This is an optimization exercise on Yosys and OpenROAD, whose aim is small area and a short achievable clock period, not a production implementation. No activity file was given, so power comes from the tool's default toggle rates.

==> module mproc, before the edit <==
module mproc (input wire clk, reset, input wire [15:0] d_in, output wire [6:0] addr, output wire [15:0] d_out);
  reg pa, pb, pc_;           
  reg [15:0] ir;             
  reg op0;                   
  reg carry;
  reg [6:0] pc;
  reg [15:0] opa, opb;
  reg [7:0] bone, btwo;      
  reg [15:0] ma;             
  reg [15:0] mx, my;         
  reg mulp;                  
  reg mfwd;                  
  always @(posedge clk) begin
    pa  <= reset | pc_;
    pb  <= ~reset & pa;
    pc_ <= ~reset & pb;
  end
  always @(posedge clk)
    if (pb) ir <= d_in;
  always @(posedge clk)
    if (reset) op0 <= 1'b0;
    else if (pb) op0 <= d_in[9];
  wire ld = ir[15];
  wire is_alu = (ir[15:12] == 4'b0000);
  wire wr = ld | is_alu;
  wire [2:0] rd = ir[8:6];
  wire [2:0] op = {ir[11:10], op0};
  wire is_mul = is_alu & (op == 3'd5);
  wire [15:0] r_sum, r_and, r_or, r_xor, r_shl, r_shr, x, y;
  wire cout;
  alu alu_0 (op, opa, opb, r_sum, r_and, r_or, r_xor, r_shl, r_shr, cout);
  mul16cs mul_0 (ma, bone, btwo, {opb[15], opb[13], opb[11], opb[9], opb[7], opb[5], opb[3], opb[1]}, x, y);
  always @(posedge clk) carry <= cout;
  wire fa_cmp = (rd == ir[2:0]) & (rd != 3'd0);
  wire fb_cmp = (rd == ir[5:3]) & (rd != 3'd0);
  always @(posedge clk) begin
    mx <= x;
    my <= y;
    mulp <= ~reset & pc_ & is_mul;
    mfwd <= ~reset & pc_ & is_mul & fa_cmp;
  end
  wire [15:0] prod = mx + my;
  wire exe = pc_ & ~reset;
  wire xa = exe & is_alu;
  wire s_ld  = exe & ld;
  wire s_add = xa & (op[2:1] == 2'd0);
  wire s_and = xa & (op == 3'd2);
  wire s_or  = xa & (op == 3'd3);
  wire s_xor = xa & (op == 3'd4);
  wire s_shl = xa & (op == 3'd6);
  wire s_shr = xa & (op == 3'd7);
  wire s_mul = mulp & ~reset;
  wire [15:0] wdata = ({16{s_ld}} & d_in) | ({16{s_add}} & r_sum) | ({16{s_and}} & r_and) |
                      ({16{s_or}} & r_or) | ({16{s_xor}} & r_xor) | ({16{s_shl}} & r_shl) |
                      ({16{s_shr}} & r_shr) | ({16{s_mul}} & prod);
  wire wen = (pc_ & wr & ~is_mul) | mulp;
  wire [7:1] we;
  genvar i;
  generate for (i = 1; i < 8; i = i + 1) begin : g_we
    assign we[i] = reset | (wen & (rd == i));
  end endgenerate
  wire [15:0] qa, qb;
  reg_file rf (clk, we, wdata, d_in[2:0], d_in[5:3], qa, qb);
  wire [7:0] one_n, two_n, neg_n;
  booth_enc enc (qb, one_n, two_n, neg_n);
  always @(posedge clk) begin
    bone <= one_n;
    btwo <= two_n;
    ma <= qa;
  end
  wire ldop = pb & ~reset;
  wire fwa = wen & fa_cmp;
  wire fwb = wen & fb_cmp;
  wire [15:0] opa_d = wdata | ({16{ldop}} & qa);
  wire [15:0] opb_d = wdata | ({16{ldop}} & qb);
  always @(posedge clk) begin
    if (ldop | reset | fwa) opa <= opa_d;
    if (ldop | reset | fwb) opb <= opb_d;
  end
  wire j = pc_ & ir[14] & carry;
  wire [6:0] delta = ld ? (j ? 7'h7f : 7'h01) : (j ? (~ir[6:0] + 7'h01) : 7'h00);
  always @(posedge clk)
    if (reset) pc <= 7'h00;
    else if (pa) pc <= pc + 7'h01;
    else if (pc_) pc <= pc + delta;
  assign addr = pc;
  assign d_out = mfwd ? prod : opa;
endmodule
Settings: LEC_CHECK=0, ABC_AREA=1, CAP_MARGIN=20, CORE_MARGIN=2, CORE_UTILIZATION=40, CTS_BUF_LIST=sky130_fd_sc_hd__clkbuf_8, CTS_CLUSTER_SIZE=16, SETUP_SLACK_MARGIN=5, SLEW_MARGIN=20; clock period 10.0 ns.
standard.sh (not shown) runs the stock make flow with config.mk's settings and CLKGATE_MAP_FILE= SYNTH_SCRIPT=/design/flow/synth_recipe.tcl, a recipe that flattens the netlist after the stock synthesis.
==> flow/flow/run.sh <==
#!/bin/bash
set -euo pipefail
MARGIN=6.2
sed -e "s/SETUP_SLACK_MARGIN=[0-9.]*/SETUP_SLACK_MARGIN=$MARGIN/" \
    -e "s|CLKGATE_MAP_FILE= |CLKGATE_MAP_FILE= 'BUFFER_PORTS_ARGS=-buffer_cell sky130_fd_sc_hd__buf_2' |" \
    standard.sh > my_standard.sh
bash my_standard.sh > layout.log 2>&1
==> next run, changes <==
--- a/flow/design.v
+++ b/flow/design.v
@@ -250,4 +250,24 @@
   end endgenerate
 endmodule
+module sk16 (input wire [15:0] g, p, output wire [15:0] c);
+  wire [15:0] G [0:4];
+  wire [15:0] P [0:4];
+  assign G[0] = g;
+  assign P[0] = p;
+  genvar l, k;
+  generate for (l = 1; l <= 4; l = l + 1) begin : lv
+    for (k = 0; k < 16; k = k + 1) begin : b
+      if ((k >> (l - 1)) & 1) begin : m
+        localparam integer J = ((k >> (l - 1)) << (l - 1)) - 1;
+        assign G[l][k] = G[l-1][k] | (P[l-1][k] & G[l-1][J]);
+        assign P[l][k] = P[l-1][k] & P[l-1][J];
+      end else begin : t
+        assign G[l][k] = G[l-1][k];
+        assign P[l][k] = P[l-1][k];
+      end
+    end
+  end endgenerate
+  assign c = G[4];
+endmodule
 module reg_file (input wire clk, input wire [7:1] we, input wire [15:0] wdata,
   input wire [2:0] ra, rb, output wire [15:0] qa, qb);
@@ -277,5 +297,5 @@
   reg [7:0] bone, btwo;      
   reg [15:0] ma;             
-  reg [15:0] mx, my;         
+  reg [15:0] mg, mp;         
   reg mulp;                  
   reg mfwd;                  
@@ -304,10 +324,12 @@
   wire fb_cmp = (rd == ir[5:3]) & (rd != 3'd0);
   always @(posedge clk) begin
-    mx <= x;
-    my <= y;
+    mg <= x & y;
+    mp <= x ^ y;
     mulp <= ~reset & pc_ & is_mul;
     mfwd <= ~reset & pc_ & is_mul & fa_cmp;
   end
-  wire [15:0] prod = mx + my;
+  wire [15:0] mc;    
+  sk16 psk (mg, mp, mc);
+  wire [15:0] prod = mp ^ {mc[14:0], 1'b0};
   wire exe = pc_ & ~reset;
   wire xa = exe & is_alu;
Cell count grows by 0.35%.
Non-clock buffer count goes up by 1.
Clock skew went down by 19 ps.
Combinational power came out lower by 13%.
Area after synthesis drops by 1.3%.
Die area falls by 1.3%.
Flip-flop and latch count drops by 1.
No functional check of the RTL was part of any run of this note.

-- port drivers added, routing unchanged --
How much do the figures lean on ideal ports? The routed layouts below were timed once more, with nothing changed but the port constraints.
Step 1 assumes that a clkbuf_16 drives the clock port and a buf_2 every other input.
Step 2 times the ports against the registers' clock, not the clock port: input delays grow and output delays shrink by t, the midpoint of the rising clock arrivals with the driver on.
a / b / c = ideal ports / drivers / drivers and shift; a / b = the first two.
run | shift t [ns] | slack for setup (ns) | pins driven straight from the clock port
the first run | 0.615 | 5.853 / 5.804 / 5.725 | 1
the second run | 0.635 | 5.893 / 5.844 / 5.606 | 1
After both steps setup and hold are still met in every run listed. The setup slack of the second run, which loses most, moves by -0.049 ns with the drivers and by -0.287 ns with both steps.
